What follows belongs to an exercise in optimizing a design on an open flow for small area; a production flow would make more cautious choices.
Function was checked by simulation only, so behaviour that the tests miss may differ from the original.
Power and IR drop assume default switching activity.

$ cat flow/design.v
`timescale 1ns / 1ps
module FPGA_ScoreBoard_TOP( 
				input CLK_50MHZ,  
				input BTN_WEST,  
				input RS232_DCE_RXD,  
				output RS232_DCE_TXD,  
				output [21:0] NF_A,
				input [7:0] NF_D_I,  
				output [7:0] NF_D_O,  
				output NF_D_OE,  
				output NF_CE, NF_BYTE, NF_OE, NF_RP, NF_WE, NF_WP
    );
wire RS_TRG_WRITE, RS_DONE;
wire [7:0] RS_DATAIN, RS_DATAOUT;
wire FL_FLOW, FL_STATUS, FL_TRG;
wire [7:0] fl_data_in, fl_data_out, FL_ADDR;
assign NF_A[21:8] = 0;
UART uart( 	.RST(BTN_WEST), .CLK_50MHZ(CLK_50MHZ), .TX(RS232_DCE_TXD), .RX(RS232_DCE_RXD),
				.DATA_IN(RS_DATAIN), .DATA_OUT(RS_DATAOUT),
				.TRG_WRITE(RS_TRG_WRITE), .DONE(RS_DONE)
	);
Flash fl( 	.CLK_50MHZ(CLK_50MHZ), .RST(BTN_WEST),
				.addr(FL_ADDR), .data_in(fl_data_out), .data_out(fl_data_in),
				.fb_start(FL_TRG),.fb_done(FL_STATUS), .direction_rw(FL_FLOW),
				.NF_A(NF_A[7:0]), .NF_D_I(NF_D_I), .NF_D_O(NF_D_O), .NF_D_OE(NF_D_OE),
				.NF_CE(NF_CE), .NF_BYTE(NF_BYTE), .NF_OE(NF_OE), .NF_RP(NF_RP), .NF_WE(NF_WE), .NF_WP(NF_WP)
			);
MANAGER mgr( 	.CLK_50MHZ(CLK_50MHZ), .RST(BTN_WEST), .RS_DATAIN(RS_DATAIN),
					.RS_DATAOUT(RS_DATAOUT), .RS_TRG_WRITE(RS_TRG_WRITE),
					.RS_DONE(RS_DONE),
					.fl_data_in(fl_data_in), .fl_data_out(fl_data_out),
					.FL_TRG(FL_TRG), .FL_STATUS(FL_STATUS),
					.FL_FLOW(FL_FLOW), .FL_ADDR(FL_ADDR)
				);
endmodule
`timescale 1ns / 1ps
module UART(
				input RST,
				input CLK_50MHZ,
				output TX,
				input RX,
				input [7:0] DATA_IN,
				output [7:0] DATA_OUT,
				input TRG_WRITE,
				output DONE
				);
wire MOD_RST;				 
wire TICK_RX, TICK_TX;		 
UART_CLOCK #(.K(2416),.N(16)) clk(.CLK(CLK_50MHZ),.RST(RST),.TICK_RX(TICK_RX),.TICK_TX(TICK_TX));
SERIAL_RX_FIFO #(.DEPTH(2))
					mod_rx( 	.CLK(CLK_50MHZ),
							.TICK_RX(TICK_RX),
							.RST(~MOD_RST),
							.RD_EN(DONE),
							.RX(RX),
							.DATA_RDY(DONE),
							.DATA(DATA_OUT)
						);
SERIAL_TX_FIFO #(.DEPTH(2))
					mod_tx( 	.CLK(CLK_50MHZ),
							.TICK_TX(TICK_TX),
							.RST(~MOD_RST),
							.WR_EN(TRG_WRITE),							
							.TX(TX),
							.DATA(DATA_IN)
						);
uart_rst_fsm fsm(	.MOD_RST(MOD_RST),
						.RST(RST),
						.CLK(CLK_50MHZ)
						);
endmodule
`timescale 1ns / 1ps
module UART_CLOCK #(parameter K=1, N=1)
	(
   input CLK,
   input RST,
   output reg TICK_RX,	 
   output reg TICK_TX	 
   );
reg [N-1:0] acc;
reg [3:0] cnt;
reg clk_1_16;
wire [N-1:0] acc_next = acc + K;
always @(posedge CLK)  
 if(RST) begin acc<=0; TICK_RX<=0; end
 else begin acc<=acc_next; TICK_RX<=~acc[N-1] & acc_next[N-1]; end
always @(posedge CLK)  
 if(RST) begin cnt<=0; clk_1_16<=0; TICK_TX<=0; end
 else
 begin
  TICK_TX<=0;
  if(TICK_RX)
   if(cnt<4'd7) cnt<=cnt+1;
   else
   begin cnt<=0; clk_1_16<=~clk_1_16; TICK_TX<=~clk_1_16; end
 end
endmodule
module SERIAL_RX_FIFO
       #(parameter DEPTH=5)
       (input CLK,TICK_RX,RST,RX,RD_EN,
        output reg DATA_RDY,
        output  [7:0] DATA);
localparam N=2**DEPTH;
reg [7:0] FIFO [0:N-1];
reg [DEPTH-1:0] rd_cnt, wr_cnt,wr_cnt_sync,wr_cnt_sync1;						  
wire [7:0] rx_data;
reg rd_ack;
wire rx_rdy;
reg [1:0] st;
reg WR_EN;
SERIAL_RX uart_rx
         (.CLK(CLK),.TICK(TICK_RX),.RX(RX),.RD_ACK(rd_ack),
          .RST(RST),.DATA(rx_data),.RDY(rx_rdy));
always @(posedge CLK)
if(~RST) wr_cnt<=0;
else
 if(TICK_RX & WR_EN) wr_cnt<=wr_cnt+1;
always @(posedge CLK)
 if (TICK_RX & WR_EN) FIFO[wr_cnt]<=rx_data;
assign DATA=FIFO[rd_cnt];
always @(posedge CLK)  
if(~RST) begin rd_cnt<=0;DATA_RDY<=0; end
else
if (RD_EN) 
begin
  rd_cnt<=rd_cnt+1; DATA_RDY<=0;
end
else
begin
 if(wr_cnt_sync!=rd_cnt) DATA_RDY<=1;
  else DATA_RDY<=0;
end
always @(posedge CLK) 
begin
 wr_cnt_sync1<=wr_cnt;
 wr_cnt_sync<=wr_cnt_sync1;
end
always @(posedge CLK)  
 if(~RST) begin st<=0; WR_EN<=0; rd_ack<=0; end
 else if(TICK_RX)
   case (st)
    0: begin WR_EN<=0; rd_ack<=0; if(rx_rdy) st<=1; end
    1: begin WR_EN<=1; rd_ack<=1; st<=2; end
    2: begin WR_EN<=0; if(~rx_rdy) st<=0; end
   endcase
endmodule
module SERIAL_RX(input CLK,TICK,RST,RX,RD_ACK,
                 output [7:0] DATA,
		  output RDY);
reg [7:0] rxdata;
reg [3:0] cnt;
reg r1,r2,r3,start,rxbit,rxdone;
reg rx_sync1,rx_sync2,rx_m,rd_ack_sync1,rd_ack_sync2;
reg [3:0] bcnt;
assign DATA=rxdata;
assign RDY=rxdone;
always @(*)  
 case ({r1,r2,r3})
  3'b000: rxbit=0;
  3'b001: rxbit=0;
  3'b010: rxbit=0;
  3'b011: rxbit=1;
  3'b100: rxbit=0;
  3'b101: rxbit=1;
  3'b110: rxbit=1;
  3'b111: rxbit=1;
 endcase 
always @(posedge CLK)  
if(TICK)
begin 
 rx_sync1<=RX;
 rx_sync2<=rx_sync1;
 rx_m<=rx_sync2;
 rd_ack_sync1<=RD_ACK;
 rd_ack_sync2<=rd_ack_sync1;
end
always @(posedge CLK)
begin
  if(~RST)
  begin
   start<=1'b0; rxdone<=1'b0; rxdata<=8'd0;
  end
  else if(TICK)
  begin
    if(rxdone)
     if (rd_ack_sync2) rxdone<=1'b0;
     if(rx_m&~rx_sync2&~start)  
     begin start<=1'b1; cnt<=4'd15; bcnt<=4'd0; end
     if(start)
     begin
      if(cnt==5'd11)  r3<=rx_sync2;  
      if(cnt==5'd8)   r2<=rx_sync2;  
      if(cnt==5'd4)   r1<=rx_sync2;  
      if(cnt) cnt<=cnt-1; else
	 begin
	   cnt<=4'd15;
	   rxdata<={rxbit,rxdata[7:1]};  
	   if (bcnt<8) bcnt<=bcnt+1;
	   else begin start<=1'b0; rxdone<=1'b1; end
	 end
     end
  end
end
endmodule
module SERIAL_TX_FIFO
       #(parameter DEPTH=5)
       (input CLK,TICK_TX,RST,WR_EN,
        output TX,
        input [7:0] DATA);
localparam N=2**DEPTH;
reg [7:0] FIFO [0:N-1];
reg [DEPTH-1:0] rd_cnt, wr_cnt;
wire [7:0] DATA_OUT;
reg [3:0] st;
reg tx_send;
wire tx_done;
rs232_tx uart_tx( .CLK(CLK),.TICK(TICK_TX),.RST(RST),.WR_EN(tx_send), .TX(TX),.DONE(tx_done),.DATA(DATA_OUT));
always @(posedge CLK)
if(~RST) wr_cnt<=0;
else
 if(WR_EN) wr_cnt<=wr_cnt+1;
always @(posedge CLK)
 if (WR_EN) FIFO[wr_cnt]<=DATA;
assign DATA_OUT=FIFO[rd_cnt];								
always @(posedge CLK)  
 if(~RST) st<=0;
 else
   case (st)
    0: begin tx_send<=0; rd_cnt<=0; st<=1; end
    1: if(wr_cnt!=rd_cnt) st<=2;else st<=1;
    2: begin tx_send<=1; if(~tx_done) st<=3; end
    3: begin tx_send<=0; if(tx_done) st<=4; end
    4: begin rd_cnt<=rd_cnt+1; st<=1; end
   endcase
endmodule
`timescale 1ns / 1ps
module rs232_tx( CLK, TICK, RST, TX, DATA, WR_EN, DONE
    );
input CLK;
input TICK;
input RST;
output TX;
input [7:0]DATA;
input WR_EN;
output reg DONE;
reg tx_;
assign TX = tx_;
reg [7:0] data_buf;
reg [3:0] data_left;
localparam [2:0]	IDLE = 0,
						WAITING_TRG = 1,
						SEND_START = 2,
						WAITING_WRITE = 3,
						DONE_WRITING = 4;
reg [2:0] state, next;
always @(posedge CLK) begin
	if( ~RST ) state <= IDLE;
	else if( TICK ) state <= next;
end
always @* begin
	if( ~RST )
		next = IDLE;
	else begin
		next = IDLE;
		case( state )
			IDLE: begin 
								next = WAITING_TRG;
			end
			WAITING_TRG: begin 
				if( WR_EN )	next = SEND_START;
				else			next = WAITING_TRG;
			end
			SEND_START: begin
								next = WAITING_WRITE;
			end
			WAITING_WRITE: begin 
				if( data_left > 0 )
								next = WAITING_WRITE;
				else			next = DONE_WRITING;
			end
			DONE_WRITING: begin 
								next = IDLE;
			end
		endcase
	end
end
always @(posedge CLK) begin
	if( ~RST ) begin
		DONE <= 1;
		tx_ <= 1;
	end else if( TICK ) begin
		case( state )
			IDLE: begin end
			WAITING_TRG: begin 
				data_left <= 7;
				data_buf <= DATA;
				tx_ <= 1;
			end
			SEND_START: begin
				tx_ <= 0;
				DONE <= 0;
			end
			WAITING_WRITE: begin 
				data_left <= data_left - 1;
				tx_ <= ~data_buf[0];
				data_buf[7:0] <= {1'b0, data_buf[7:1]};
			end
			DONE_WRITING: begin 			
				DONE <= 1;
			end
		endcase
	end
end
endmodule
`timescale 1ns / 1ps
module uart_rst_fsm( MOD_RST, RST, CLK);
output reg MOD_RST;
input RST, CLK;
parameter [2:0]  
						IDLE = 3'd0,
				        S1 = 3'd1,
						  S2 = 3'd2,
						STOP = 3'd3,
					  ERROR = 3'd4;
reg [2:0]  
				state, next;
reg [7:0] mod_cnt;
always @(posedge CLK) begin
	if( RST ) state <= IDLE;
	else begin 
		state <= next;
		if ( state == S1 ) mod_cnt <= 255;
		else if( mod_cnt ) 	mod_cnt <= mod_cnt - 1;
	end
end
always @* begin
	next = IDLE;
	MOD_RST = 0;
	case( state ) 
		IDLE: begin  
							next = S1;
			MOD_RST = 1;
		end
		S1: begin  
							next = S2;
			MOD_RST = 1;
		end
		S2: begin  
			if( mod_cnt > 3'd0 ) next = S2;
			else 			next = STOP;
			MOD_RST = 1;
		end
		STOP: begin  
							next = STOP;
		end
		ERROR: begin
							next = ERROR;
		end		
	endcase
end
endmodule
`timescale 1ns / 1ps
module MANAGER( CLK_50MHZ, RST, RS_DATAIN, RS_DATAOUT, RS_TRG_WRITE,
						RS_DONE, fl_data_in, fl_data_out, FL_ADDR, FL_TRG, FL_STATUS, FL_FLOW );
input CLK_50MHZ;
input RST;
output [7:0] RS_DATAIN;
input [7:0] RS_DATAOUT;
output RS_TRG_WRITE;
input RS_DONE;
input [7:0] fl_data_in;
output [7:0] fl_data_out;
output [7:0] FL_ADDR; 
output FL_TRG;
input FL_STATUS;
output FL_FLOW;
wire cmd_rx;
wire [7:0] addr_rx;
wire [7:0] data_rx, data_tx;
wire fl_rx_trg, tx_trig;
Manager_RX_FSM m_rx_fsm(
	CLK_50MHZ,
	RST,
	RS_DATAOUT,
	RS_DONE,
	fl_rx_trg,
	cmd_rx,
	addr_rx,
	data_rx
);
Manager_Flash_FSM m_flash_fsm(
	.CLK_50MHZ(CLK_50MHZ),
	.RST(RST),
	.cmd_rx(cmd_rx),
	.FL_FLOW(FL_FLOW),
	.FL_ADDR(FL_ADDR),
	.fl_data_in(fl_data_in),
	.fl_data_out(fl_data_out),
	.addr_rx(addr_rx),
	.data_rx(data_rx),
	.data_tx(data_tx),
	.fb_start(FL_TRG),
	.fb_done(FL_STATUS),
	.fl_trg(fl_rx_trg),
	.tx_trig(tx_trig)
);
Manager_TX_FSM m_tx_fsm(
	.CLK_50MHZ(CLK_50MHZ),
	.RST(RST),
	.tx_trig(tx_trig),
	.data_tx(data_tx),
	.RS_DATAIN(RS_DATAIN),
	.RS_TRG_WRITE(RS_TRG_WRITE)
);
endmodule
`timescale 1ns / 1ps
module Manager_RX_FSM(
	input CLK_50MHZ,
	input RST,
	input [7:0] RS_DATAOUT,
	input RS_DONE,
	output reg fl_trg,
	output reg cmd_rx,
	output reg [7:0] addr_rx,
	output reg [7:0] data_rx
   );
	reg cmd_rx_buf;
	reg [2:0] state_rx;
	localparam [2:0]	IDLE = 3'd0,
							RX_WAITING_CMD = 3'd1,
							RX_READING_CMD = 3'd2,
							RX_WAITING_ADDR = 3'd3,
							RX_READING_ADDR = 3'd4,
							RX_WAITING_DATA = 3'd5,
							RX_READING_DATA = 3'd6,
							RX_DONE = 3'd7;
	always @(posedge CLK_50MHZ) begin
		if(RST) state_rx <= IDLE;
		else begin
			case (state_rx)
				IDLE: begin
					state_rx <= RX_WAITING_CMD;
				end
				RX_WAITING_CMD: begin
					if( RS_DONE ) begin
						state_rx <= RX_READING_CMD;
					end
				end
				RX_READING_CMD: begin
					state_rx <= RX_WAITING_ADDR;
				end
				RX_WAITING_ADDR: begin
					if( RS_DONE ) begin
						state_rx <= RX_READING_ADDR;
					end
				end
				RX_READING_ADDR: begin
					state_rx <= RX_WAITING_DATA;
				end
				RX_WAITING_DATA: begin
					if( RS_DONE ) begin
						state_rx <= RX_READING_DATA;
					end
				end
				RX_READING_DATA: begin
					state_rx <= RX_DONE;
				end
				RX_DONE: begin
					state_rx <= RX_WAITING_CMD;
				end
			endcase
		end
	end
	always @(posedge CLK_50MHZ) begin
		fl_trg <= 1'b0;
		case( state_rx )
			RX_WAITING_CMD: begin
				cmd_rx_buf <= RS_DATAOUT;
			end
			RX_WAITING_ADDR: begin
				cmd_rx <= cmd_rx_buf;
				addr_rx <= RS_DATAOUT;
			end
			RX_WAITING_DATA: begin
				data_rx <= RS_DATAOUT;
			end
			RX_DONE:
				fl_trg <= 1'b1;				
		endcase
	end
endmodule
`timescale 1ns / 1ps
module Manager_Flash_FSM(
	input CLK_50MHZ,
	input RST,
	input cmd_rx,
	output reg FL_FLOW,
	output reg [7:0] FL_ADDR,
	input [7:0] fl_data_in,
	output reg [7:0] fl_data_out,
	input [7:0] addr_rx,
	input [7:0] data_rx,
	output reg [7:0] data_tx,
	output reg fb_start,
	input fb_done,
	input fl_trg,
	output reg tx_trig
   );
	reg [7:0] data_tx_buf;
	reg [2:0] state_fl;  
	localparam [2:0]	IDLE = 3'd0,
							FL_WAITING_TRIG = 3'd1,
							FL_RW = 3'd2,
							FL_WAITING_RW = 3'd3,
							TX_TRG = 3'd4,
							TX_TRG_DONE = 3'd5;							
	always @(posedge CLK_50MHZ) begin
		if(RST) state_fl <= IDLE;
		else begin
			case (state_fl)
				IDLE:
					state_fl <= FL_WAITING_TRIG;
				FL_WAITING_TRIG:
					if(fl_trg) state_fl <= FL_RW;
				FL_RW:
					state_fl <= FL_WAITING_RW;
				FL_WAITING_RW:
					if(fb_done) state_fl <= TX_TRG_DONE;
				TX_TRG_DONE:
					state_fl <= FL_WAITING_TRIG;
			endcase
		end
	end
	always @(posedge CLK_50MHZ) begin	
		FL_FLOW <= 1'b0;
		fb_start <= 0;
		tx_trig <= 0;
		data_tx <= data_tx_buf;
		case( state_fl )
			IDLE: begin
			end
			FL_RW: begin
				FL_FLOW <= cmd_rx;
				FL_ADDR <= addr_rx;
				fl_data_out <= data_rx;
				fb_start <= 1;
			end
			FL_WAITING_RW: begin
				FL_FLOW <= cmd_rx;
				FL_ADDR <= addr_rx;	
			end
			TX_TRG_DONE: begin
				tx_trig <= 1'b1;				
			end
		endcase
	end
always @(posedge CLK_50MHZ) begin
	if(state_fl == TX_TRG_DONE) data_tx_buf <= fl_data_in;
end
endmodule
`timescale 1ns / 1ps
module Manager_TX_FSM(
	input CLK_50MHZ,
	input RST,
	input tx_trig,
	input [7:0] data_tx,
	output reg [7:0] RS_DATAIN,
	output reg RS_TRG_WRITE
   );
	reg [2:0] state_tx;  
	localparam [2:0]	IDLE = 3'd0,
							TX_WAITING_TRIG = 3'd1,
							TX_WRITING_DATA = 3'd2;
	always @(posedge CLK_50MHZ) begin
		if(RST) state_tx <= IDLE;  
		else begin
			case (state_tx)
				IDLE: begin
					state_tx <= TX_WAITING_TRIG;
				end
				TX_WAITING_TRIG:
					if( tx_trig )
						state_tx <= TX_WRITING_DATA;
				TX_WRITING_DATA:
					state_tx <= IDLE;
			endcase
		end
	end
	always @* begin
		RS_DATAIN = data_tx;
		RS_TRG_WRITE = 1'b0;
		case( state_tx )
			IDLE:
				RS_TRG_WRITE = 1'b0;
			TX_WRITING_DATA: begin
				RS_TRG_WRITE = 1'b1;
			end
		endcase
	end
endmodule
`timescale 1ns / 1ps
module Flash(  
	input RST,  
	input CLK_50MHZ,
	output reg NF_CE, NF_BYTE, NF_OE, NF_RP, NF_WE, NF_WP,
	output [7:0] NF_A,
	input [7:0] NF_D_I,	 
	output [7:0] NF_D_O,	 
	output NF_D_OE,	 
	input [7:0] addr,  
	input [7:0] data_in,  
	output reg [7:0] data_out,
	input direction_rw,  
	input fb_start,  
	output reg fb_done
	);
		assign NF_A[7:0] = addr[7:0];
		reg [7:0] flash_data_buf;
		reg czy_czytamy_flash;
		assign NF_D_O = flash_data_buf;
		assign NF_D_OE = ~czy_czytamy_flash;
	reg ft_start;
	wire ft_done;
	FlashTimer fl_timer(.CLK_50MHZ(CLK_50MHZ), .RST(RST), .start(ft_start), .done(ft_done));
	localparam 	IDLE = 3'd0,
			RW = 3'd1,
			WAITING = 3'd2,
			DONE = 3'd3;
	reg [2:0] state;
	always @(posedge CLK_50MHZ)
	begin
		if(RST) begin
			NF_BYTE<=1'b0;  
			NF_WP<=1'b0;  
			NF_RP<=1;
		end
		else
			NF_RP<=0;
	end
	always @(posedge CLK_50MHZ)
		begin
			if(RST) 
				state <= IDLE;
			else begin			
				case(state)
					IDLE:
						if(fb_start == 1'b1)  
							state <= RW;
						else
							state <= IDLE;
					RW: 			
						state <= WAITING;
					WAITING:
						if(ft_done)
							state <= DONE;
						else
							state <= WAITING;
					DONE:
						state <= IDLE;
				endcase
			end
	end
	always @(posedge CLK_50MHZ)
	begin
		NF_CE <= 1'b1;  
		NF_WE <= 1'b1;  
		NF_OE <= 1'b1;  
		ft_start <= 1'b0;
		fb_done <= 1'b0;
		czy_czytamy_flash <= 1;
		data_out <= flash_data_buf;
		case(state)
			IDLE: begin
			end
			RW: begin
				NF_CE <= 1'b0;
				if(direction_rw) begin
					NF_OE <= 1'b0;
				end else begin
					NF_WE <= 1'b0;
					flash_data_buf <= data_in;
					czy_czytamy_flash <= 0;
				end
				ft_start <= 1'b1;
			end
			WAITING: begin
				NF_CE <= 1'b0;
				if(direction_rw) begin
					NF_OE <= 1'b0;
				end else begin
					NF_WE <= 1'b0;
					czy_czytamy_flash <= 0;
				end
			end
			DONE: begin			
				if(direction_rw) 
					flash_data_buf <= NF_D_I;
				fb_done <= 1;
			end
		endcase
	end
endmodule
`timescale 1ns / 1ps
module FlashTimer  
	(input CLK_50MHZ,
	 input RST,
	 input start,
	 output reg done
	);
localparam [1:0]  IDLE = 3'd0,
						COUNTING = 3'd1,
						STOP = 3'd2;
reg [1:0] state, next;	
	reg [2:0] cnt, next_cnt;  
	always @(posedge CLK_50MHZ) begin
		if(RST) begin
			state <= IDLE;
		end else begin
			state <= next;
			cnt <= next_cnt;
		end
	end
	always @* begin	
		done = 0;
		next_cnt = 0;
		next = IDLE;
		case(state) 
			IDLE: begin
				done = 0;
				if(start)	next = COUNTING;
				else 			next = IDLE;			
			end
			COUNTING: begin
				if(cnt > 4'd5) next = STOP;
				else begin				
						next = COUNTING;
						next_cnt = cnt + 1;
				end
			end
			STOP: begin
								next = IDLE;
				done = 1;
			end
		endcase
	end
endmodule
$ cat flow/run.sh
#!/bin/bash
# synth_recipe.tcl (not shown) runs the flow's synth.tcl, then flattens the netlist and writes it again
# the make line also repeats each setting of config.mk as NAME=value (left out here)
make -C /OpenROAD-flow-scripts/flow DESIGN_CONFIG=/design/flow/config.mk WORK_HOME=/design/flow/orfs CLKGATE_MAP_FILE= SYNTH_SCRIPT=/design/flow/synth_recipe.tcl finish
$ cat flow/config.mk
export PLATFORM = sky130hd
export DESIGN_NAME = FPGA_ScoreBoard_TOP
export DESIGN_NICKNAME = FPGA_ScoreBoard_TOP
export VERILOG_FILES = /design/flow/design.v
export SDC_FILE = /design/flow/constraint.sdc
export NUM_CORES = 4
export LEC_CHECK = 0
export CAP_MARGIN = 20
export CORE_MARGIN = 2
export CORE_UTILIZATION = 40
export SLEW_MARGIN = 20
$ cat flow/constraint.sdc
create_clock -name core_clock -period 20.0 [get_ports {CLK_50MHZ}]
set_input_delay 4.0000 -clock core_clock [delete_from_list [all_inputs] [get_ports {CLK_50MHZ}]]
set_output_delay 4.0000 -clock core_clock [all_outputs]
set_load 0.01 [all_outputs]
==> results.yml, run 1 <==
critical_path:
  crit_family: "buffers and inverters"
  startpoint_type: "register"
  cp_max_fo: 2
  worstSetupEndpointType: "output pin"
  rr_worst_depth: 6
  critPathArrivalTime_ns: 1.44
  cp.depth: 1
  cp_slowest_cell: "clkdlybuf4s50_1"
  cp.required_ns: 16.00
  max_stage_delay_ns: 0.61
  crit_buf_inv: 1
  worstPathCellList: "clkdlybuf4s50_1"
  criticalPathCategory: "reg2out"
logic_synthesis:
  synth_edf_count: 156
  synth.area.top_cells: "edfxtp_1 (48%), dfxtp_1 (20%), ha_1 (4.4%), mux4_2 (3.7%), nand2_1 (2.6%)"
  yosysUniqueCellTypes: 57
  synth_top_area_share_pct: 48.30
  async_reset_ff_share_pct: 0
  yosys_most_used_dff: "edfxtp_1"
  yosysWarnings: 11
  syn_area_mm2: 0.009699
  syn_area_per_cell_um2: 13.92
  netlist_instances: 697
  synth-seq-cells: 253
  ys_seq_area_share_pct: 68.32
  yosysTopAreaCell: "edfxtp_1"
drt:
  postRouteAntennaNets: 0
  drt_iter0_markers: 258
  wl_um: 15010
  post_drt_wl_per_cell_um: 13.94
  drc: 0
  vias_per_cell: 4.822
  num_vias: 5193
  dr.pass1.iters: 4
final_layout:
  drive_gt1_share_pct: 10.69
  area_growth_pct: 15.29
  fillCellCount: 2059
  layout.nets: 785
  fin_area_mm2: 0.01118
  diodes: 0
sta:
  fin_crit_ns: 5.440
  min_period_over_period_pct: 27.20
  hold_violations: 0
  setup_viol: 0
  rsz0062_at_grt: "false"
  tightest_slew_ns: 0.7464
  slew_headroom_pct: 50.14
  max_freq_mhz: 183.8
  tns_ns: 0
  maxSlewViolCount: 0
  finClkSkew_ns: 0.01730
clock_tree:
  cts_tree: "built"
  cts.sinks: 253
  htreeDepth: 1
  cts_made_buffers: 25
  cts-root-buf: "clkbuf_16"
  clkTransAtPathRegs_ns: 0.06
  postCtsResizedCells: 0
  cts_buffer_depth: 3
  worst_skew_pair.late_latency_ns: 0.50
  cts_setup_buffers: 0
  holdBufCountCts: 0
status:
  status: "finished clean"
pwr:
  p_leak_nw: 4.032
  vdd_drop_max_uv: 66.27
  p_per_area_mw_per_mm2: 98.02
worst_hold_path:
  hold_class: "reg2reg"
  worstHoldPathCells: 0
global_routing:
  grtUsageMet1_pct: 13.45
  grt.busiest_layer: "met2"
  grt.overflow.total: 0
  grt_use_met2_pct: 22.49
  use_met3_pct: 2.078
  grt_pass1_vias: 5343
  grt_max_degree: 37
  grt_pass1_wl_um: 25030
  antenna_found_initial: 0
  grt_use_total_pct: 11.72
floorplan:
  placement_rows: 56
  fp.dieH_um: 159.7
  fp.dieW_um: 159.7
  dieArea_mm2: 0.02551
  core_region_area_mm2: 0.02361
  start_util_pct: 41.08
  io_pins: 49
placed_design:
  dp_hpwl_um: 10340
  io_buffers: 32
  globalplace.congestion: 0.7491
  dpl_cell_area_mm2: 0.01031
flow_run:
  cap_violations: 0
kinds of logic after synthesis:
| logic type | after synthesis | share of synthesized area [%] |
|---|---|---|
| muxes | 42 | 6.540 |
| AOI/OAI and AO/OA | 67 | 4.309 |
| buffers and inverters | 67 | 3.290 |
| xor gates and xnor gates | 21 | 1.896 |
| and+or+nand+nor | 212 | 11.22 |
| adders and majority gates | 34 | 4.386 |
| DFF | 253 | 68.32 |
| other | 1 | 0.03866 |
cells in the final DEF (no fill, tap or decap), types with 15 or more instances in the layout:
cell type        synthesis  final
clkdlybuf4s50_1          0     32
mux2i_1                 15     15
nor2_1                  51     50
dfxtp_1                 97     97
clkbuf_16                0     25
xnor2_1                 17     17
edfxtp_1               156    156
nand2_1                 67     67
ha_1                    34     34
conb_1                   1     16
inv_1                   32     32
mux4_2                  16     16
a21oi_1                 29     28
stage by stage:
stage	util [%]	instances	hold slack (ns)	worst slack, ns	power [W]
2_1_floorplan	-	712	0.3096	14.79	0.0006148
3_3_place_gp	43.66	1032	0.3136	14.40	0.0006212
3_5_place_dp	43.66	1032	0.3135	14.33	0.0006247
4_1_cts	47.35	1077	0.3275	14.54	0.001109
5_1_grt	47.36	1077	0.3306	14.52	0.001138
6_report	47.36	1077	0.3282	14.56	0.001096
layout make-up:
type                    instances  area (µm²)  share of cell area, %
clock inverters                 9       142.6                  1.276
multi-input cells             392        2816                  25.19
inverters                      32       120.1                  1.074
repair buffers                 36       350.3                  3.133
well taps                     319       399.1                  3.569
clock buffers                  36       726.9                  6.501
flip-flops and latches        253        6626                  59.26
power breakdown:
group          leakage, nW  internal [W]  total [W]  switching, W
combinational         1.30     0.0000191  0.0000409     0.0000218
clock                0.429      0.000303   0.000483      0.000180
sequential            2.31      0.000561   0.000572     0.0000113
total                 4.03      0.000883    0.00110      0.000213
synthesized netlist by cell type (all sizes together) (5+ instances only):
cell and n:
xnor2 17, nand2b 8, nor2b 14, nor3 14, and3 11, nand3b 5, mux2i 15, nor4b 6
dfxtp 97, edfxtp 156, and2 9, nand3 7, clkbuf 14, a21oi 29, mux4 16, nand2 67
o21ai 13, nor2 51, buf 21, inv 32, ha 34, mux2 11
worst paths after layout:
path                                     from                             to  slack (ns)
hold / removal    uart.mod_rx.wr_cnt_sync1[0]     uart.mod_rx.wr_cnt_sync[0]        0.33
setup / recovery         fl.flash_data_buf[0]                      NF_D_O[0]       14.56
hold reg to reg   uart.mod_rx.wr_cnt_sync1[0]     uart.mod_rx.wr_cnt_sync[0]        0.33
setup reg to reg   uart.mod_rx.uart_rx.cnt[0]  uart.mod_rx.uart_rx.rxdata[3]       17.80
state kept, by name (all words and copies together), names as in the netlist, 4 cells and up, named ones only:
register,count
uart.clk.cnt,4
mgr.m_rx_fsm.data_rx,8
uart.clk.acc,12
fl.flash_data_buf,8
mgr.m_rx_fsm.addr_rx,8
uart.mod_tx.uart_tx.data_left,4
uart.mod_rx.uart_rx.bcnt,4
uart.mod_rx.FIFO,32
mgr.m_flash_fsm.data_tx_buf,8
mgr.m_flash_fsm.FL_ADDR,8
uart.mod_tx.FIFO,32
uart.mod_rx.uart_rx.rxdata,8
mgr.m_flash_fsm.fl_data_out,8
mgr.m_flash_fsm.data_tx,8
fl.data_out,8
uart.mod_rx.uart_rx.cnt,4
uart.mod_tx.uart_tx.data_buf,8
uart.fsm.mod_cnt,8
per-layer routing:
layer	up-vias	part of all wire, %	routed length, µm
li1	2553	-	-
met2	65	53	7928
met1	2548	42	6350
met5	-	0	0
met3	27	2.8	417
met4	0	2.1	313
==> run 2, diff against run 1 <==
==> flow/design.v (replaced) <==
module FPGA_ScoreBoard_TOP(
	input CLK_50MHZ,
	input BTN_WEST,
	input RS232_DCE_RXD,
	output RS232_DCE_TXD,
	output [21:0] NF_A,
	input [7:0] NF_D_I,
	output [7:0] NF_D_O,
	output NF_D_OE,
	output NF_CE, NF_BYTE, NF_OE,
	output reg NF_RP,
	output NF_WE, NF_WP
);
wire clk = CLK_50MHZ;
wire rst = BTN_WEST;
reg [11:0] acc;
reg tick_rx, tick_tx;
reg [3:0] tdiv;                
wire [12:0] acc_sum = {1'b0, acc} + 13'd151;
always @(posedge clk)
	if (rst) begin acc <= 0; tick_rx <= 0; end
	else begin acc <= acc_sum[11:0]; tick_rx <= ~acc[11] & acc_sum[11]; end
always @(posedge clk)
	if (rst) begin tdiv <= 0; tick_tx <= 0; end
	else begin
		tick_tx <= tick_rx & (tdiv == 4'd7);
		if (tick_rx) tdiv <= tdiv + 1'b1;
	end
reg mdone;
wire mrst = ~mdone;
always @(posedge clk)
	if (rst) mdone <= 0;
	else if (acc == 12'd1943) mdone <= 1;
always @(posedge clk) NF_RP <= rst;
reg rx_s1, rx_s2, rx_m;
reg start, r2, r3;
reg [3:0] cnt, bcnt;
reg [7:0] rxdata;
wire maj = (r3 & r2) | (r3 & rx_s2) | (r2 & rx_s2);
wire bytedone = ~mrst & tick_rx & start & (cnt == 0) & (bcnt == 4'd8);
always @(posedge clk)
	if (tick_rx) begin rx_s1 <= RS232_DCE_RXD; rx_s2 <= rx_s1; rx_m <= rx_s2; end
always @(posedge clk)
	if (mrst) start <= 0;
	else if (tick_rx) begin
		if (rx_m & ~rx_s2 & ~start) begin start <= 1; cnt <= 15; bcnt <= 0; end
		if (start) begin
			if (cnt == 4'd11) r3 <= rx_s2;
			if (cnt == 4'd8) r2 <= rx_s2;
			if (cnt == 4'd4) rxdata <= {maj, rxdata[7:1]};
			if (cnt != 0) cnt <= cnt - 1'b1;
			else begin
				cnt <= 15;
				if (bcnt != 4'd8) bcnt <= bcnt + 1'b1;
				else start <= 0;
			end
		end
	end
reg [4:0] ps;
reg [1:0] bc;
reg cmd_q, act_q;
reg [7:0] R;
reg [3:0] ts;
wire tx_wait = (ts == 4'd12) | (ts == 4'd13);
wire pickup = tick_tx & tx_wait;
always @(posedge clk)
	if (rst) ps <= (ps == 5'd11) ? 5'd12 : 5'd0;
	else if (bytedone) ps <= 5'd1;
	else if (ps == 5'd0) ps <= 5'd0;
	else if (ps <= 5'd3) begin if (tick_rx) ps <= ps + 1'b1; end
	else if (ps == 5'd7 & bc != 2'd2) ps <= 5'd0;
	else if (ps == 5'd29) ps <= 5'd30;
	else if (ps == 5'd30) begin if (mrst | pickup) ps <= 5'd0; end
	else ps <= ps + 1'b1;
always @(posedge clk)
	if (rst) bc <= 0;
	else if (ps == 5'd7) bc <= (bc == 2'd2) ? 2'd0 : bc + 1'b1;
always @(posedge clk)
	if (rst) begin if (ps == 5'd11) cmd_q <= 0; end
	else if (ps == 5'd7 & bc == 2'd0) cmd_q <= rxdata[0];
always @(posedge clk) act_q <= (ps >= 5'd13) & (ps <= 5'd22);
always @(posedge clk)
	if (mrst) ts <= 4'd11;
	else if (tick_tx) begin
		if (tx_wait) ts <= (ps == 5'd30) ? 4'd15 : 4'd12;
		else if (ts == 4'd15) ts <= 4'd0;
		else if (ts == 4'd9) ts <= 4'd13;
		else if (ts == 4'd11) ts <= 4'd12;
		else ts <= ts + 1'b1;
	end
assign RS232_DCE_TXD = (ts == 4'd0) ? 1'b0 : (ts == 4'd11 | ts == 4'd12 | ts == 4'd15) ? 1'b1 : ~R[0];
always @(posedge clk)
	if (ps == 5'd7 & bc == 2'd1) R <= rxdata;
	else if (ps == 5'd23) R <= cmd_q ? NF_D_I : rxdata;
	else if (~mrst & tick_tx & ts >= 4'd1 & ts <= 4'd7) R <= {1'b0, R[7:1]};
assign NF_A[21:8] = 14'd0;
assign NF_A[7:0] = R;
assign NF_D_O = rxdata;
assign NF_CE = ~act_q;
assign NF_OE = ~(act_q & cmd_q);
assign NF_WE = ~(act_q & ~cmd_q);
assign NF_D_OE = act_q & ~cmd_q;
assign NF_BYTE = 1'b0;
assign NF_WP = 1'b0;
endmodule
==> results.yml, run 2 <==
logic_synthesis:
  synth_compound_area_share_pct: 17.87
  yosysWarnings: 1
  synth_xor_area_share_pct: 1.561
  synth_edf_count: 35
  synth.most_common_cell: "edfxtp_1"
  netlist_instances: 333
  async_reset_ff_share_pct: 0
  synthMuxAreaShare_pct: 0.6317
  yosysUniqueCellTypes: 62
  synth_fa_ha_area_share_pct: 6.615
  synth_common_cells: "edfxtp_1 (35), dfxtp_1 (28), nor2_1 (24)"
  synth-seq-cells: 63
  syn_area_mm2: 0.003367
  yosys.area_share.simple_pct: 17.09
  yosys_most_used_dff: "edfxtp_1"
  yosysTopAreaCell: "edfxtp_1"
  ys_seq_area_share_pct: 47.86
  synth_top_family_by_area: "compound AO/OA/AOI/OAI gates"
  synth_top_area_share_pct: 31.22
  syn_area_per_cell_um2: 10.11
  synth.area.top_cells: "edfxtp_1 (31%), dfxtp_1 (17%), ha_1 (6.3%), buf_4 (3.6%), a21oi_1 (2.8%)"
global_routing:
  grt_max_degree: 24
  grt_pass1_wl_um: 10440
  grt_use_total_pct: 14.55
  grt_pass1_vias: 2248
  grt.overflow.total: 0
  antenna_found_initial: 0
critical_path:
  cp.required_ns: 16.00
  r2r_start: "ps[1]"
  cp-endpoint: "RS232_DCE_TXD"
  worstSetupEndpointType: "output pin"
  ff2ff_setup_slack_ns: 17.90
  startpoint: "ts[0]"
  worstPathCellList: "inv_1, ha_1, inv_1, o22ai_1, a22oi_1, clkdlybuf4s50_1"
  cp_slowest_cell: "clkdlybuf4s50_1"
  crit_family: "buffers and inverters"
  cp.depth: 6
  max_stage_delay_ns: 0.56
  cp_max_fo: 8
  criticalPathCategory: "reg2out"
  rr_endpoint: "R[6]"
  rr_worst_depth: 5
  crit_buf_inv: 3
  critPathArrivalTime_ns: 2.08
  startpoint_type: "register"
  path_common_cell: "inv_1"
final_layout:
  multi_input_area_mm2: 0.001534
  top_register: "acc"
  largestRegisters: "acc x12, R x8, rxdata x8"
  fillCellCount: 790
  ff_latch_area_mm2: 0.001612
  fin_cells: 472
  area_growth_pct: 15.46
  layout.nets: 390
  most-common-layout-cells: "edfxtp_1 (35), clkdlybuf4s50_1 (32), dfxtp_1 (28), nor2_1 (24), inv_1 (23)"
  diodes: 0
  largest_reg_flops: 12
  drive_gt1_share_pct: 6.267
  layout_commonest_cell: "edfxtp_1"
clock_tree:
  cts_buffer_depth: 2
  cts_tree: "built"
  cts_made_buffers: 9
  worst_skew_pair.late_latency_ns: 0.33
  clkTransAtPathRegs_ns: 0.07
  cts_setup_buffers: 0
  cts.sinks: 63
  htreeDepth: 3
  postCtsResizedCells: 0
  holdBufCountCts: 0
  cts-root-buf: "clkbuf_8"
floorplan:
  fp.dieH_um: 95.75
  core_region_area_mm2: 0.008175
  placement_rows: 33
  dieArea_mm2: 0.009167
  io_pins: 49
  fp.dieW_um: 95.75
  start_util_pct: 41.18
drt:
  dr.pass1.iters: 4
  drc: 0
  postRouteAntennaNets: 0
  drt_iter0_markers: 83
  post_drt_wl_per_cell_um: 13.30
  num_vias: 2470
  vias_per_cell: 5.233
  wl_um: 6277
placed_design:
  io_buffers: 32
  placedCellCount: 456
  dp_hpwl_um: 4524
  globalplace.congestion: 0.8448
sta:
  tns_ns: 0
  setup_viol: 0
  hold_violations: 0
  maxSlewViolCount: 0
  rsz0062_at_grt: "false"
  tightest_slew_ns: 0.5269
  finClkSkew_ns: 0.01061
  slew_headroom_pct: 64.83
  hold_slack_ns: 0.4243
  fin_crit_ns: 6.079
  min_period_over_period_pct: 30.39
  max_freq_mhz: 164.5
pwr:
  power_frac_clock_pct: 32.1
  p_per_area_mw_per_mm2: 83.53
  switching_share_pct: 29.20
  p_int_w: 0.0002299
  p_leak_nw: 1.455
  net-switching-power_w: 0.00009481
  seq_power_share_pct: 51.1
  vdd_drop_max_uv: 49.68
  power_frac_comb_pct: 16.8
worst_hold_path:
  hold_class: "reg2reg"
status:
  status: "finished clean"
flow_run:
  cap_violations: 0
==> run 2: through the flow <==
| stage | area [µm²] | worst slack (ns) | utilization, % | power, W |
|---|---|---|---|---|
| floorplan | 3423 | 14.81 | - | 0.0002101 |
| global placement | 3699 | 14.34 | 45.24 | 0.0002225 |
| detailed placement | 3699 | 14.27 | 45.24 | 0.0002234 |
| CTS | 3887 | 13.90 | 47.55 | 0.0003286 |
| global route | 3887 | 13.76 | 47.55 | 0.0003441 |
| finish | 3887 | 13.92 | 47.55 | 0.0003247 |
==> run 2: kinds of logic (layout without fill, tap and decap cells) <==
family | Yosys count | count (layout)
simple gates | 103 | 103
flops | 63 | 63
fa+ha+maj | 18 | 18
compound gates | 86 | 86
other cells | 1 | 16
buf+inv | 54 | 73
xor+xnor | 6 | 6
mux | 2 | 2
==> run 2: worst reg2reg max path, cell delays in order, from the launching register on <==
cell      delay, ns
edfxtp_1       0.51
ha_1           0.32
and4b_1        0.46
nand2_2        0.19
o22ai_1        0.20
o2bb2a_4       0.17
==> run 2: how the worst min path moves through the flow <==
| stage | start | to | slack, ns | depth (start not counted) |
|---|---|---|---|---|
| after global routing | rx_s1 | rx_s2 | 0.45 | 0 |
| after detailed placement | rx_s1 | rx_s2 | 0.41 | 0 |
| after CTS | rx_s1 | rx_s2 | 0.43 | 0 |
| final | rx_s1 | rx_s2 | 0.42 | 0 |
| after floorplan | rx_s1 | rx_s2 | 0.40 | 0 |
| after global placement | rx_s1 | rx_s2 | 0.41 | 0 |
==> run 2: layer usage <==
metal | track usage (%) | up-vias | routed length [µm]
met5 | 0 | - | 0
met4 | 4.881 | 0 | 66
met3 | 3.759 | 6 | 241
met2 | 22.26 | 48 | 2883
met1 | 20.09 | 1155 | 3086
li1 | - | 1261 | -
==> run 2: layout make-up <==
type                       count  share of cell area (%)
timing repair buffer          34                   8.626
inverter                      23                   2.221
sequential                    63                   41.45
clock buffer                  10                   3.283
clock inverter                 6                   1.577
tap                          105                   3.379
multi-input combinational    231                   39.46
==> run 2: power by group through the flow <==
stage                     combinational, W  clock, W  sequential [W]
final                            0.0000546  0.000104        0.000166
after global routing             0.0000631  0.000113        0.000168
after CTS                        0.0000550  0.000108        0.000166
after detailed placement         0.0000549         0        0.000168
after global placement           0.0000546         0        0.000168
after floorplan                  0.0000529         0        0.000157
==> run 3, diff against run 2 <==
==> flow/design.v (replaced) <==
module FPGA_ScoreBoard_TOP(
	input CLK_50MHZ,
	input BTN_WEST,
	input RS232_DCE_RXD,
	output RS232_DCE_TXD,
	output [21:0] NF_A,
	input [7:0] NF_D_I,
	output [7:0] NF_D_O,
	output NF_D_OE,
	output NF_CE, NF_BYTE, NF_OE,
	output reg NF_RP,
	output NF_WE, NF_WP
);
wire clk = CLK_50MHZ;
wire rst = BTN_WEST;
reg [1:0] bc;                  
reg [11:0] acc;
reg tick_rx, tick_tx;
reg [3:0] tdiv;                
wire [12:0] acc_sum = {1'b0, acc} + 13'd151;
always @(posedge clk)
	if (rst) begin acc <= 0; tick_rx <= 0; end
	else begin acc <= acc_sum[11:0]; tick_rx <= ~acc[11] & acc_sum[11]; end
always @(posedge clk)
	if (rst) begin tdiv <= 0; tick_tx <= 0; end
	else begin
		tick_tx <= tick_rx & (tdiv == 4'd7);
		if (tick_rx) tdiv <= tdiv + 1'b1;
	end
reg mdone;
wire mrst = ~mdone;
always @(posedge clk)
	if (rst) mdone <= 0;
	else if (acc == 12'd1943) mdone <= 1;
always @(posedge clk) NF_RP <= rst;
reg rx_s1, rx_s2, rx_m;
reg r2, r3;
reg [7:0] rc;
reg [7:0] rxdata;              
wire maj = (r3 & r2) | (r3 & rx_s2) | (r2 & rx_s2);
wire rx_idle = (rc == 8'd255);
wire bytedone = ~mrst & tick_rx & (rc == 8'd0);
wire rx_shift = ~mrst & tick_rx & ~rx_idle & (rc[3:0] == 4'd4);
always @(posedge clk)
	if (tick_rx) begin rx_s1 <= RS232_DCE_RXD; rx_s2 <= rx_s1; rx_m <= rx_s2; end
always @(posedge clk)
	if (mrst) rc <= 8'd255;
	else if (tick_rx) begin
		if (rx_idle) begin if (rx_m & ~rx_s2) rc <= 8'd143; end
		else begin
			rc <= rc - 1'b1;
			if (rc[3:0] == 4'd11) r3 <= rx_s2;
			if (rc[3:0] == 4'd8) r2 <= rx_s2;
		end
	end
always @(posedge clk)
	if (rx_shift & bc != 2'd2) rxdata <= {maj, rxdata[7:1]};
reg [4:0] ps;
reg cmd_q;
reg [7:0] R;                   
reg [3:0] ts;
wire tx_wait = (ts == 4'd12) | (ts == 4'd13);
wire pickup = tick_tx & tx_wait;
always @(posedge clk)
	if (rst) ps <= (ps == 5'd11) ? 5'd12 : (ps >= 5'd13 & ps <= 5'd22) ? 5'd31 : 5'd0;
	else if (bytedone) ps <= 5'd1;
	else if (ps == 5'd0) ps <= 5'd0;
	else if (ps <= 5'd3) begin if (tick_rx) ps <= ps + 1'b1; end
	else if (ps == 5'd7 & bc != 2'd2) ps <= 5'd0;
	else if (ps == 5'd29) ps <= 5'd30;
	else if (ps == 5'd30) begin if (mrst | pickup) ps <= 5'd0; end
	else if (ps == 5'd31) ps <= 5'd0;
	else ps <= ps + 1'b1;
always @(posedge clk)
	if (rst) bc <= 0;
	else if (ps == 5'd7) bc <= (bc == 2'd2) ? 2'd0 : bc + 1'b1;
always @(posedge clk)
	if (rst) begin if (ps == 5'd11) cmd_q <= 0; end
	else if (ps == 5'd7 & bc == 2'd0) cmd_q <= rxdata[0];
wire act = (ps >= 5'd14 & ps <= 5'd23) | (ps == 5'd31);
always @(posedge clk)
	if (mrst) ts <= 4'd11;
	else if (tick_tx) begin
		if (tx_wait) ts <= (ps == 5'd30) ? 4'd15 : 4'd12;
		else if (ts == 4'd15) ts <= 4'd0;
		else if (ts == 4'd9) ts <= 4'd13;
		else if (ts == 4'd11) ts <= 4'd12;
		else ts <= ts + 1'b1;
	end
assign RS232_DCE_TXD = (ts == 4'd0) ? 1'b0 : (ts == 4'd11 | ts == 4'd12 | ts == 4'd15) ? 1'b1 : ~R[0];
always @(posedge clk)
	if (ps == 5'd23 & cmd_q) R <= NF_D_I;
	else if ((rx_shift & bc == 2'd2) | (~mrst & tick_tx & ts >= 4'd1 & ts <= 4'd7)) R <= {maj, R[7:1]};
assign NF_A[21:8] = 14'd0;
assign NF_A[7:0] = rxdata;
assign NF_D_O = R;
assign NF_CE = ~act;
assign NF_OE = ~(act & cmd_q);
assign NF_WE = ~(act & ~cmd_q);
assign NF_D_OE = act & ~cmd_q;
assign NF_BYTE = 1'b0;
assign NF_WP = 1'b0;
endmodule
--- a/flow/config.mk
+++ b/flow/config.mk
@@ -8,4 +8,6 @@
 export CAP_MARGIN = 20
 export CORE_MARGIN = 2
 export CORE_UTILIZATION = 40
+export CTS_BUF_LIST = sky130_fd_sc_hd__clkbuf_4
+export CTS_CLUSTER_SIZE = 30
 export SLEW_MARGIN = 20
==> results.yml, run 3 <==
status:
  status: "finished clean"
logic_synthesis:
  synthMuxAreaShare_pct: 3.475
  yosys_most_used_dff: "dfxtp_1"
  netlist_instances: 324
  yosysUniqueCellTypes: 60
  yosys.area_share.simple_pct: 20.03
  synth.area.top_cells: "edfxtp_1 (25%), dfxtp_1 (21%), ha_1 (5.9%), buf_4 (3.7%), nor2_1 (3.7%)"
  synth_common_cells: "dfxtp_1 (34), nor2_1 (32), edfxtp_1 (27)"
  syn_area_mm2: 0.003204
  synth_top_family_by_area: "simple AND/OR/NAND/NOR gates"
  synth_edf_count: 27
  yosysWarnings: 1
  synth_fa_ha_area_share_pct: 6.169
  syn_area_per_cell_um2: 9.890
  async_reset_ff_share_pct: 0
  yosysTopAreaCell: "edfxtp_1"
  synth_xor_area_share_pct: 2.460
  synth-seq-cells: 61
  synth.most_common_cell: "dfxtp_1"
  synth_top_area_share_pct: 25.30
  ys_seq_area_share_pct: 46.54
  synth_compound_area_share_pct: 13.67
placed_design:
  io_buffers: 32
  dp_hpwl_um: 4359
  globalplace.congestion: 0.8437
global_routing:
  grt_use_total_pct: 14.57
  grt_pass1_vias: 2084
  grt_max_degree: 32
  antenna_found_initial: 0
  grt_pass1_wl_um: 9991
  grt.overflow.total: 0
clock_tree:
  clkTransAtPathRegs_ns: 0.11
  cts_setup_buffers: 0
  cts_tree: "built"
  cts.sinks: 61
  holdBufCountCts: 0
  cts_buffer_depth: 2
  worst_skew_pair.late_latency_ns: 0.40
  cts-root-buf: "clkbuf_4"
  htreeDepth: 3
  postCtsResizedCells: 0
  cts_made_buffers: 9
floorplan:
  core_region_area_mm2: 0.007727
  io_pins: 49
  dieArea_mm2: 0.008743
  fp.dieW_um: 93.51
  placement_rows: 32
  fp.dieH_um: 93.51
  start_util_pct: 41.47
sta:
  setup_viol: 0
  hold_violations: 0
  rsz0062_at_grt: "false"
  fin_crit_ns: 6.670
  slew_headroom_pct: 50.47
  maxSlewViolCount: 0
  max_freq_mhz: 149.9
  min_period_over_period_pct: 33.35
  tightest_slew_ns: 0.7352
  tns_ns: 0
  finClkSkew_ns: 0.01570
pwr:
  vdd_drop_max_uv: 34.11
  seq_power_share_pct: 51.2
  switching_share_pct: 31.87
  power_frac_clock_pct: 28.2
  p_leak_nw: 1.466
  p_int_w: 0.0002104
  p_per_area_mw_per_mm2: 83.53
  net-switching-power_w: 0.00009844
  power_frac_comb_pct: 20.6
drt:
  vias_per_cell: 5.216
  postRouteAntennaNets: 0
  wl_um: 6080
  num_vias: 2415
  dr.pass1.iters: 4
  drt_iter0_markers: 89
  drc: 0
  post_drt_wl_per_cell_um: 13.13
critical_path:
  critPathArrivalTime_ns: 2.67
  cp_max_fo: 8
  ff2ff_setup_slack_ns: 17.53
  rr_worst_depth: 5
  worstSetupEndpointType: "output pin"
  startpoint_type: "register"
  rr_endpoint: "ps[3]"
  cp.required_ns: 16.00
  r2r_start: "ps[1]"
  criticalPathCategory: "reg2out"
final_layout:
  top_register: "acc"
  layout.nets: 382
  fin_util_pct: 47.85
  fillCellCount: 739
  ff_latch_area_mm2: 0.001491
  multi_input_area_mm2: 0.001528
  most-common-layout-cells: "dfxtp_1 (34), nor2_1 (32), clkdlybuf4s50_1 (32), edfxtp_1 (27), inv_1 (18)"
  area_growth_pct: 15.38
  largest_reg_flops: 12
  drive_gt1_share_pct: 9.695
  diodes: 0
  layout_commonest_cell: "dfxtp_1"
worst_hold_path:
  worstHoldPathCells: 0
  hp-start: "rx_s1"
  min_to: "rx_s2"
  hold_class: "reg2reg"
flow_run:
  cap_violations: 0
[run 3: how the worst max path moves through the flow]
stage | slack [ns] | depth (start not counted) | endpoint | start
4_1_cts | 13.28 | 6 | NF_WE | ps[0]
5_1_grt | 13.09 | 6 | NF_WE | ps[0]
6_report | 13.33 | 6 | NF_WE | ps[0]
2_1_floorplan | 14.19 | 5 | NF_WE | ps[0]
3_5_place_dp | 13.75 | 6 | NF_WE | ps[0]
3_3_place_gp | 13.77 | 6 | NF_WE | ps[0]
[run 3: critical path, cell delays in order (launching register included)]
cell	delay, ns
edfxtp_1	0.51
ha_1	0.33
and3_1	0.21
ha_1	0.21
a211oi_1	0.32
or2_2	0.17
clkdlybuf4s50_1	0.52
[run 3: logic make-up after synthesis]
group | after synthesis
flip-flops | 61
AND/OR/NAND/NOR | 114
XOR/XNOR | 9
AO/OA/AOI/OAI | 66
multiplexers | 10
other | 1
adder cells (fa/ha/maj) | 16
buffers and inverters | 47
[run 3: area by class of cell]
type | instances | share of cell area [%]
Inverter | 18 | 1.827
Timing Repair Buffer | 35 | 9.272
Clock inverter | 7 | 1.963
Multi-Input combinational cell | 231 | 41.32
Tap cell | 102 | 3.452
Sequential cell | 61 | 40.34
Clock buffer | 9 | 1.827
[run 3: per-stage QoR]
stage	setup slack (ns)	hold slack [ns]	instance area, µm²	total power [W]	std cells
2_1_floorplan	14.19	0.4003	3261	0.0002073	339
3_3_place_gp	13.77	0.4038	3557	0.0002231	447
3_5_place_dp	13.75	0.4063	3557	0.0002239	447
4_1_cts	13.28	0.4339	3697	0.0003123	463
5_1_grt	13.09	0.4432	3697	0.0003281	463
6_report	13.33	0.4335	3697	0.0003088	463
[run 3: routing by layer]
layer	track usage (%)	part of all wire (%)
met3	4.110	4.7
met1	20.48	49
met2	20.74	46
met5	0	0
met4	6.495	0.63
[run 3: power by group through the flow]
stage           Clock, W  Combinational [W]  Sequential [W]
2_1_floorplan          0          0.0000553        0.000152
3_3_place_gp           0          0.0000632        0.000160
3_5_place_dp           0          0.0000634        0.000161
4_1_cts        0.0000908          0.0000638        0.000158
5_1_grt        0.0000964          0.0000712        0.000160
6_report       0.0000872          0.0000637        0.000158
==> run 4, diff against run 3 <==
--- a/flow/config.mk
+++ b/flow/config.mk
@@ -5,9 +5,8 @@
 export SDC_FILE = /design/flow/constraint.sdc
 export NUM_CORES = 4
 export LEC_CHECK = 0
+export ABC_AREA = 1
 export CAP_MARGIN = 20
 export CORE_MARGIN = 2
 export CORE_UTILIZATION = 40
-export CTS_BUF_LIST = sky130_fd_sc_hd__clkbuf_4
-export CTS_CLUSTER_SIZE = 30
 export SLEW_MARGIN = 20
==> results.yml, run 4 <==
critical_path:
  cp.depth: 8
  cp.required_ns: 16.00
  crit_family: "buffers and inverters"
  ff2ff_setup_slack_ns: 17.85
  path_common_cell: "nor2_1"
  worstSetupEndpointType: "output pin"
  startpoint: "ps[0]"
  r2r_start: "mdone"
  cp-endpoint: "NF_WE"
  critPathArrivalTime_ns: 2.22
  max_stage_delay_ns: 0.52
  crit_buf_inv: 3
  worstPathCellList: "ha_1, inv_1, nor2_1, ha_1, nor2_1, nor2_1, inv_1, clkdlybuf4s50_1"
  criticalPathCategory: "reg2out"
  rr_worst_depth: 5
  rr_endpoint: "R[5]"
  startpoint_type: "register"
  cp_slowest_cell: "clkdlybuf4s50_1"
  cp_max_fo: 5
final_layout:
  area_growth_pct: 18.33
  most-common-layout-cells: "nand2_1 (75), inv_1 (53), dfxtp_1 (34), nand3_1 (34), clkdlybuf4s50_1 (32)"
  layout_commonest_cell: "nand2_1"
  top_register: "acc"
  layout.nets: 449
  drive_gt1_share_pct: 7.477
  largest_reg_flops: 12
  diodes: 0
drt:
  post_drt_wl_per_cell_um: 11.75
  drc: 0
  wl_um: 6225
  drt_iter0_markers: 98
  dr.pass1.iters: 5
  num_vias: 2604
  vias_per_cell: 4.913
  postRouteAntennaNets: 0
logic_synthesis:
  ys_seq_area_share_pct: 46.40
  syn_area_mm2: 0.003214
  synth_top_area_share_pct: 25.22
  async_reset_ff_share_pct: 0
  yosysWarnings: 1
  yosysTopAreaCell: "edfxtp_1"
  synth.area.top_cells: "edfxtp_1 (25%), dfxtp_1 (21%), nand2_1 (8.8%), inv_1 (6.2%), ha_1 (5.8%)"
  synth.most_common_cell: "nand2_1"
  synth_edf_count: 27
  yosysUniqueCellTypes: 37
  synth-seq-cells: 61
  syn_area_per_cell_um2: 8.306
  yosys_most_used_dff: "dfxtp_1"
  synth_common_cells: "nand2_1 (75), inv_1 (53), dfxtp_1 (34), nand3_1 (34), nor2_1 (31)"
  netlist_instances: 387
clock_tree:
  cts-root-buf: "clkbuf_8"
  cts_buffer_depth: 2
  cts_made_buffers: 9
  cts_tree: "built"
  htreeDepth: 3
  holdBufCountCts: 0
  postCtsResizedCells: 0
  clkTransAtPathRegs_ns: 0.06
  cts.sinks: 61
  cts_setup_buffers: 0
  worst_skew_pair.late_latency_ns: 0.33
sta:
  slew_headroom_pct: 51.68
  finClkSkew_ns: 0.009065
  rsz0062_at_grt: "false"
  tns_ns: 0
  max_freq_mhz: 160.6
  setup_viol: 0
  fin_crit_ns: 6.225
  tightest_slew_ns: 0.7216
  maxSlewViolCount: 0
  hold_violations: 0
  min_period_over_period_pct: 31.12
  hold_slack_ns: 0.4329
  fin_ws_ns: 13.78
placed_design:
  globalplace.congestion: 0.9101
  place_ws_ns: 14.07
  dp_hpwl_um: 4679
  io_buffers: 32
floorplan:
  start_util_pct: 41.38
  dieArea_mm2: 0.008768
  core_region_area_mm2: 0.007767
  placement_rows: 32
  fp.dieH_um: 93.64
  io_pins: 49
  fp.dieW_um: 93.64
global_routing:
  grt_max_degree: 17
  grt_use_total_pct: 15.32
  antenna_found_initial: 0
  grt_pass1_vias: 2399
  grt_pass1_wl_um: 10670
  grt.overflow.total: 0
flow_run:
  cap_violations: 0
worst_hold_path:
  worstHoldPathCells: 0
  hold_class: "reg2reg"
pwr:
  p_leak_nw: 1.634
  vdd_drop_max_uv: 38.26
  p_per_area_mw_per_mm2: 92.56
status:
  status: "finished clean"
run 4: layout make-up:
cell class	count	area, µm²
Clock buffer	11	131.4
Clock inverter	5	98.84
Fill cell	761	3964
Inverter	55	206.4
Multi-Input combinational cell	264	1428
Sequential cell	61	1491
Tap cell	102	127.6
Timing Repair Buffer	32	320.3
run 4: cells by family (layout without fill, tap and decap cells):
kind of cell / count (synthesis) / count (layout) / synth area share (%)
AOI/OAI and AO/OA: 52 / 52 / 8.953
xor gates and xnor gates: 7 / 7 / 1.907
adders and majority gates: 16 / 16 / 6.150
buffers and inverters: 77 / 103 / 10.94
DFF: 61 / 61 / 46.40
muxes: 8 / 8 / 2.803
other: 1 / 16 / 0.1167
and+or+nand+nor: 165 / 165 / 22.73
run 4: per-layer routing:
metal / global-route usage [%] / routed length, µm / up-vias
met5: 0 / 0 / -
met4: 7.126 / 154 / 0
met3: 4.029 / 395 / 14
met2: 23.20 / 2666 / 87
met1: 20.42 / 3008 / 1177
li1: - / - / 1326
run 4: worst reg2reg max path: stages (launching register included):
cell and delay, ns:
dfxtp_1 0.65, nand2_1 0.14, nor2_1 0.18, and3_1 0.18, inv_1 0.05, o211ai_1 0.58
run 4: where the power goes:
part           switching (W)  internal, W  leakage [nW]
sequential        0.00000991     0.000141         0.530
clock              0.0000453    0.0000823         0.115
combinational      0.0000465    0.0000269         0.989
run 4: worst min-delay path by stage:
stage | from | to
5_1_grt | acc[0] | acc[0]
3_3_place_gp | rx_s1 | rx_s2
4_1_cts | rx_s1 | rx_s2
6_report | rx_s1 | rx_s2
2_1_floorplan | rx_s1 | rx_s2
3_5_place_dp | rx_s1 | rx_s2
run 4: metrics by stage:
stage | std cells | total power, W | utilization [%] | area, µm²
after floorplan | 402 | 0.0002040 | - | 3271
after global placement | 514 | 0.0002263 | 46.01 | 3573
after detailed placement | 514 | 0.0002256 | 46.01 | 3573
after CTS | 530 | 0.0003541 | 48.97 | 3804
after global routing | 530 | 0.0003716 | 48.97 | 3804
final | 530 | 0.0003521 | 48.97 | 3804
==> run 5, diff against run 4 <==
--- a/flow/config.mk
+++ b/flow/config.mk
@@ -5,7 +5,6 @@
 export SDC_FILE = /design/flow/constraint.sdc
 export NUM_CORES = 4
 export LEC_CHECK = 0
-export ABC_AREA = 1
 export CAP_MARGIN = 20
 export CORE_MARGIN = 2
 export CORE_UTILIZATION = 40
==> results.yml, run 5 <==
status:
  status: "finished clean"
sta:
  hold_violations: 0
  max_freq_mhz: 151.4
  tns_ns: 0
  slew_headroom_pct: 50.17
  maxSlewViolCount: 0
  setup_viol: 0
  rsz0062_at_grt: "false"
  tightest_slew_ns: 0.7397
  min_period_over_period_pct: 33.03
  finClkSkew_ns: 0.008997
  fin_crit_ns: 6.607
final_layout:
  largest_reg_flops: 12
  layout_commonest_cell: "dfxtp_1"
  ff_latch_area_mm2: 0.001491
  multi_input_area_mm2: 0.001528
  layout.nets: 382
  area_growth_pct: 17.14
  fin_cells: 463
  top_register: "acc"
  drive_gt1_share_pct: 9.695
  fillCellCount: 725
  most-common-layout-cells: "dfxtp_1 (34), nor2_1 (32), clkdlybuf4s50_1 (32), edfxtp_1 (27), inv_1 (18)"
  diodes: 0
logic_synthesis:
  yosysTopAreaCell: "edfxtp_1"
  synth.most_common_cell: "dfxtp_1"
  yosysUniqueCellTypes: 60
  async_reset_ff_share_pct: 0
  ys_seq_area_share_pct: 46.54
  yosysWarnings: 1
  synth-seq-cells: 61
  yosys_most_used_dff: "dfxtp_1"
  synth_common_cells: "dfxtp_1 (34), nor2_1 (32), edfxtp_1 (27)"
  synth.area.top_cells: "edfxtp_1 (25%), dfxtp_1 (21%), ha_1 (5.9%), buf_4 (3.7%), nor2_1 (3.7%)"
  syn_area_mm2: 0.003204
  synth_top_area_share_pct: 25.30
  synth_edf_count: 27
  syn_area_per_cell_um2: 9.890
  netlist_instances: 324
global_routing:
  grt.busiest_layer: "met1"
  antenna_found_initial: 0
  grt_use_total_pct: 14.52
  grtUsageMet1_pct: 20.53
  use_met3_pct: 4.835
  grt_pass1_wl_um: 9984
  grt.overflow.total: 0
  grt_use_met2_pct: 20.32
  grt_pass1_vias: 2079
  grt_max_degree: 32
clock_tree:
  worst_skew_pair.late_latency_ns: 0.34
  cts_tree: "built"
  htreeDepth: 3
  postCtsResizedCells: 0
  clkTransAtPathRegs_ns: 0.07
  cts-root-buf: "clkbuf_8"
  holdBufCountCts: 0
  cts_made_buffers: 9
  cts_setup_buffers: 0
  cts_buffer_depth: 2
  cts.sinks: 61
pwr:
  vdd_drop_max_uv: 30.08
  p_per_area_mw_per_mm2: 88.17
  p_leak_nw: 1.489
floorplan:
  dieArea_mm2: 0.008743
  fp.dieH_um: 93.51
  core_region_area_mm2: 0.007727
  io_pins: 49
  fp.dieW_um: 93.51
  placement_rows: 32
  start_util_pct: 41.47
placed_design:
  dp_hpwl_um: 4359
  placedCellCount: 447
  globalplace.congestion: 0.8437
  io_buffers: 32
critical_path:
  worstSetupEndpointType: "output pin"
  ff2ff_setup_slack_ns: 17.55
  critPathArrivalTime_ns: 2.61
  cp.required_ns: 16.00
  cp_max_fo: 8
  startpoint_type: "register"
  cp_slowest_cell: "clkdlybuf4s50_1"
  criticalPathCategory: "reg2out"
  max_stage_delay_ns: 0.52
  path_common_cell: "ha_1"
  worstPathCellList: "ha_1, and3_1, ha_1, a211oi_1, or2_2, clkdlybuf4s50_1"
flow_run:
  cap_violations: 0
drt:
  dr.pass1.iters: 4
  drc: 0
  post_drt_wl_per_cell_um: 13.09
  wl_um: 6059
  postRouteAntennaNets: 0
  drt_iter0_markers: 89
  num_vias: 2426
  vias_per_cell: 5.240
worst_hold_path:
  hold_class: "reg2reg"
==> run 5: cell count changes in the layout (fill, tap and decap cells not counted), sizes merged, moves of 6 or more <==
cell | previous run | this run
nand3 | 35 | 10
inv | 55 | 20
a21oi | 21 | 14
o211ai | 2 | 9
nor2b | 0 | 6
nand2 | 78 | 14
==> run 5: critical path, delay by kind of cell, from the launching register on <==
kind                       cells  cell delay [ns]
buffers and inverters          1             0.52
adders and majority gates      2             0.54
and+or+nand+nor                2             0.38
AOI/OAI and AO/OA              1             0.32
DFF                            1             0.50
==> run 5: area by class of cell <==
class	instances	share of cell area (%)
Multi-Input combinational cell	231	40.70
Clock buffer	9	3.300
Timing Repair Buffer	35	9.133
Sequential cell	61	39.73
Tap cell	102	3.400
Clock inverter	7	1.933
Inverter	18	1.800
==> run 5: metrics by stage <==
stage                     instance area (µm²)  hold slack [ns]  utilization, %  setup slack [ns]  total power (W)
after detailed placement                 3557           0.4063           46.03             13.75        0.0002239
after global routing                     3754           0.4321           48.58             13.18        0.0003502
final                                    3754           0.4240           48.58             13.39        0.0003309
after global placement                   3557           0.4038           46.03             13.77        0.0002231
after floorplan                          3261           0.4003               -             14.19        0.0002073
after CTS                                3754           0.4240           48.58             13.37        0.0003340
==> run 5: power by group <==
group,internal (W),total [W],switching (W)
Clock,0.0000579,0.000109,0.0000511
Sequential,0.000141,0.000158,0.0000170
Combinational,0.0000307,0.0000637,0.0000330
Total,0.000230,0.000331,0.000101
==> run 5: kinds of logic after synthesis <==
| family | synth area share, % |
|---|---|
| simple gates | 20.03 |
| compound gates | 13.67 |
| flops | 46.54 |
| buf+inv | 7.536 |
| fa+ha+maj | 6.169 |
| mux | 3.475 |
| xor+xnor | 2.460 |
| other cells | 0.1170 |
==> run 5: final timing paths <==
kind,startpoint,to,cells past startpoint
max reg2reg,ps[0],ps[4],5
min,rx_s1,rx_s2,0
max,ps[0],NF_WE,6
min reg2reg,rx_s1,rx_s2,0
==> run 5: layer usage <==
layer,wire length (µm),up-vias
li1,-,1215
met5,0,-
met4,82,0
met2,2780,62
met3,321,7
met1,2874,1142

[what the ideal ports hide]
How much do the figures lean on ideal ports? The routed layouts below were timed once more, with nothing changed but the port constraints.
Step 1: set_driving_cell puts a clkbuf_16 on CLK_50MHZ and a buf_2 on each other input, an assumption about the parent block.
Step 2 also shifts input and output timing later by t, the mid clock arrival at the registers, as if the neighbouring blocks saw the same clock.
a / b / c = ideal / step 1 / step 2; a / b = the first two.
run	t, ns	setup WS [ns]	worst setup path at the end	latest minus earliest clock arrival (ns)	worst slew at a driven data input, ns
run 1	0.534	14.560 / 14.521 / 14.361	input to register	0.018 / 0.017	0.05
run 2	0.353	13.921 / 13.892 / 14.245	register to output	0.010 / 0.011	0.04
run 3	0.417	13.330 / 13.301 / 13.718	register to output	0.016 / 0.016	0.03
run 4	0.356	13.775 / 13.744 / 14.069	input to register	0.009 / 0.009	0.04
run 5	0.365	13.393 / 13.363 / 13.729	register to output	0.009 / 0.009	0.03
After both steps setup and hold are still met in every run listed. For run 1, which loses most, drivers alone change the setup slack by -0.039 ns; drivers and shift together by -0.199 ns.
